Background: an optimization exercise with open tools, aiming at small area. Do not read the settings as production practice. The RTL was checked by simulation tests, not by an equivalence proof against the original design. The clock port is modelled as an ideal driver; clocking choices that lean on that would not hold on a real chip. Power and IR drop assume default switching activity.

==> v26 <==
==> flow/design.v <==
module spi_slave(clk, rst_n, ss_n, mosi, miso, we, nwe, wdata, rgrp, rdata);
input clk, rst_n, ss_n, mosi;
output miso;
output [15:0] we, nwe;
output [7:0] wdata;
output [15:0] rgrp;
input [7:0] rdata;
reg [4:0] cnt;         
reg [3:0] ph;          
reg wpend;             
reg m1;                
reg ta, tw;            
reg [7:0] addr;        
reg [7:0] wa, wd;      
reg [7:0] rb;          
wire typ = (cnt == 5'd7);                      
wire body = (cnt[4:3] == 2'b01);               
wire write = (cnt == 5'd15) & tw;
wire commit = wpend & (ph == wa[3:0]);
wire shift_out = (cnt >= 5'd19);                  
always @(posedge clk or negedge rst_n)
  if (~rst_n) begin
    cnt <= 5'd4;
    ph <= 4'd0;
    wpend <= 1'b0;
  end else begin
    ph <= {ph[2:0], ph[3] ^ (ph[2] | ~(ph[1] | ph[0]))};
    if (ss_n)
      cnt <= 5'd4;
    else if (~shift_out)
      cnt <= cnt + 5'd1;
    if (write)
      wpend <= 1'b1;
    else if (commit)
      wpend <= 1'b0;
  end
always @(posedge clk) begin
  m1 <= mosi;
  if (typ) begin
    ta <= ~mosi;
    tw <= mosi & ~m1;
  end
  if (body & ta)
    addr <= {addr[6:0], mosi};
  if (body & tw)
    wd <= {wd[6:0], mosi};
  if (write)
    wa <= addr;
  if (shift_out)
    rb <= {rb[6:0], 1'b0};
  else if (ph == addr[3:0])
    rb <= rdata;
end
assign miso = rb[7];
assign wdata = wd;
assign rgrp = 16'd1 << addr[7:4];
assign we = commit ? (16'd1 << wa[7:4]) : 16'd0;
assign nwe = ~we;
endmodule
module ram(clk, we, nwe, wdata, rgrp, rdata);
input clk;
input [15:0] we;       
input [15:0] nwe;      
input [7:0] wdata;
input [15:0] rgrp;     
output [7:0] rdata;    
wire [127:0] sel;
genvar g;
generate
  for (g = 0; g < 16; g = g + 1) begin : grp
    reg [127:0] r;     
    wire [7:0] ins = {8{we[g]}} & wdata | {8{nwe[g]}} & r[127:120];
    always @(posedge clk)
      r <= {r[119:0], ins};
    assign sel[8*g+7:8*g] = rgrp[g] ? ins : 8'd0;
  end
endgenerate
assign rdata = sel[7:0] | sel[15:8] | sel[23:16] | sel[31:24]
             | sel[39:32] | sel[47:40] | sel[55:48] | sel[63:56]
             | sel[71:64] | sel[79:72] | sel[87:80] | sel[95:88]
             | sel[103:96] | sel[111:104] | sel[119:112] | sel[127:120];
endmodule
module spi_ram(clk,rst_n,ss_n,mosi,miso);
input clk,rst_n,ss_n,mosi;
output miso;
wire [15:0] we, nwe;
wire [7:0] wdata, rdata;
wire [15:0] rgrp;
ram r(clk,we,nwe,wdata,rgrp,rdata);
spi_slave s(clk,rst_n,ss_n,mosi,miso,we,nwe,wdata,rgrp,rdata);
endmodule
==> flow/flow/run.sh <==
#!/bin/bash
# The standard layout, with two changes to clock tree synthesis: the sinks are
# clustered under clkbuf_8 leaf buffers without dummy loads, and afterwards
# post_cts.tcl upsizes every clock buffer whose sinks see a slow clock edge.
set -euo pipefail
here=$(pwd)
export CTS_ARGS="-sink_clustering_enable -repair_clock_nets -sink_clustering_size ${CTS_SIZE:-34} -sink_clustering_max_diameter ${CTS_DIAM:-70} -buf_list sky130_fd_sc_hd__clkbuf_16 -dont_use_dummy_load"
export POST_CTS_TCL="$here/flow/post_cts.tcl"
export CLK_SLEW_TARGET="${CLK_SLEW_TARGET:-0.110}"
bash standard.sh > "$here/standard.log" 2>&1
==> flow/flow/post_cts.tcl <==
# Make the clock edges at the flip-flops sharp enough: upsize the clock
# buffers above the leaf level to clkbuf_16, then upsize any leaf buffer
# whose flip-flop clock pins see a slew above CLK_SLEW_TARGET (ns, with
# placement-estimated parasitics), and legalize the placement.
set thr $::env(CLK_SLEW_TARGET)
set up [dict create \
  sky130_fd_sc_hd__clkbuf_1 sky130_fd_sc_hd__clkbuf_2 \
  sky130_fd_sc_hd__clkbuf_2 sky130_fd_sc_hd__clkbuf_4 \
  sky130_fd_sc_hd__clkbuf_4 sky130_fd_sc_hd__clkbuf_8 \
  sky130_fd_sc_hd__clkbuf_8 sky130_fd_sc_hd__clkbuf_16]

proc clock_loads {inst} {
  set x [get_pins -of_objects $inst -filter "direction==output"]
  return [get_pins -of_objects [get_nets -of_objects $x] -filter "direction==input"]
}

set n 0
foreach inst [get_cells clkbuf_*] {
  set inner 0
  foreach l [clock_loads $inst] {
    if {[string match *clkbuf* [get_property [get_cells -of_objects $l] ref_name]]} {
      set inner 1
    }
  }
  if {$inner && [get_property $inst ref_name] ne "sky130_fd_sc_hd__clkbuf_16"} {
    replace_cell [get_full_name $inst] sky130_fd_sc_hd__clkbuf_16
    incr n
  }
}
puts "post_cts: upsized $n clock buffers above the leaves"

for {set it 0} {$it < 4} {incr it} {
  estimate_parasitics -placement
  set drv [dict create]
  set worst 0
  set hist [dict create]
  foreach pin [get_pins -hierarchical */CLK] {
    set s [get_property $pin slew_max]
    dict incr hist [expr {int($s * 200) * 5}]
    if {$s > $worst} { set worst $s }
    if {$s > $thr} {
      foreach d [get_pins -of_objects [get_nets -of_objects $pin] -filter "direction==output"] {
        dict set drv [get_full_name [get_cells -of_objects $d]] 1
      }
    }
  }
  puts "post_cts: pass $it clock pin slews (ps bucket: pins) [lsort -stride 2 -integer $hist]"
  set n 0
  foreach inst [dict keys $drv] {
    set master [get_property [get_cells $inst] ref_name]
    if {[dict exists $up $master]} {
      replace_cell $inst [dict get $up $master]
      incr n
    }
  }
  puts "post_cts: pass $it worst clock pin slew $worst, upsized $n leaf buffers"
  if {$n == 0} { break }
}
detailed_placement
check_placement -verbose
estimate_parasitics -placement
==> flow/standard.sh <==
#!/bin/bash
# synth_recipe.tcl (not shown) runs the flow's synth.tcl, then flattens the netlist and writes it again
# the make line also repeats each setting of config.mk as NAME=value (left out here)
make -C /OpenROAD-flow-scripts/flow DESIGN_CONFIG=/design/flow/config.mk WORK_HOME=/design/flow/orfs CLKGATE_MAP_FILE= SYNTH_SCRIPT=/design/flow/synth_recipe.tcl "${@:-finish}"
==> flow/config.mk <==
export PLATFORM = sky130hd
export DESIGN_NAME = spi_ram
export DESIGN_NICKNAME = spi_ram
export VERILOG_FILES = /design/flow/design.v
export SDC_FILE = /design/flow/constraint.sdc
export NUM_CORES = 4
export LEC_CHECK = 0
export CAP_MARGIN = 10
export CORE_MARGIN = 2
export CORE_UTILIZATION = 70
export SLEW_MARGIN = 10
export SYNTH_HIERARCHICAL = 1
==> flow/constraint.sdc <==
create_clock -name core_clock -period 10.0 [get_ports {clk}]
set_input_delay 2.0000 -clock core_clock [delete_from_list [all_inputs] [get_ports {clk}]]
set_output_delay 2.0000 -clock core_clock [all_outputs]
set_load 0.01 [all_outputs]
==> v25 (differences from v26) <==
==> flow/flow/run.sh (replaced) <==
#!/bin/bash
# The standard layout, with two changes to clock tree synthesis: the sinks are
# clustered under clkbuf_8 leaf buffers without dummy loads, and afterwards
# post_cts.tcl upsizes every clock buffer whose sinks see a slow clock edge.
set -euo pipefail
here=$(pwd)
export CTS_ARGS="-sink_clustering_enable -repair_clock_nets -sink_clustering_size ${CTS_SIZE:-12} -sink_clustering_max_diameter ${CTS_DIAM:-45} -buf_list sky130_fd_sc_hd__clkbuf_4 -dont_use_dummy_load"
export POST_CTS_TCL="$here/flow/post_cts.tcl"
export CLK_SLEW_TARGET="${CLK_SLEW_TARGET:-0.110}"
bash standard.sh > "$here/standard.log" 2>&1
Settings changed: CAP_MARGIN 10 to 40, SLEW_MARGIN 10 to 40.
==> results.txt <==
|  | v25 | v26 |
|---|---|---|
| Result of the run | finished clean | finished clean |
| DR WL met3 | 2.95 mm | 2.38 mm |
| Max_slew headroom | 0.353 | 0.144 |
| Worst Min Path Start | r.grp[14].r[45] | r.grp[9].r[34] |
| Total Nets Final | 2631 | 2502 |
| Areal power density over the cells | 252 nW/um2 | 251 nW/um2 |
| Smallest hold slack | 0.260 ns | 0.293 ns |
| Detail-routed net length per standard cell | 18.3 um | 19.7 um |
| Area of the multi-input gates | 2470 um2 | 2440 um2 |
| Number of antenna violations at the first check in global routing | 4 | 8 |
| Setup slack, reg-to-reg | 6.10 ns | 6.10 ns |
| Total GRT Usage | 0.197 | 0.200 |
| Net load switching power | 0.00232 W | 0.00226 W |
| Fraction of power spent switching nets | 0.191 | 0.188 |

separate check: timing with driven ports:
No port has a modelled driver above. Below, the same layouts with a new extraction and two added sets of constraints. Step 1, drivers: a clkbuf_16 drives clk and a buf_2 each remaining input, both assumed. Step 2 times the ports against the registers' clock, not the clock port: input delays grow and output delays shrink by t, the midpoint of the rising clock arrivals with the driver on. Slacks: no drivers / after step 1 / after step 2; pairs: no drivers / after step 1.
run | shift t [ns] | setup WS [ns] | hold slack, ns | worst setup path at the end
v26 | 0.682 | 6.096 / 6.096 / 6.096 | 0.293 / 0.293 / 0.293 | register to register
v25 | 0.747 | 6.102 / 6.102 / 6.102 | 0.260 / 0.260 / 0.260 | register to register
After both steps every run listed still meets setup and hold.
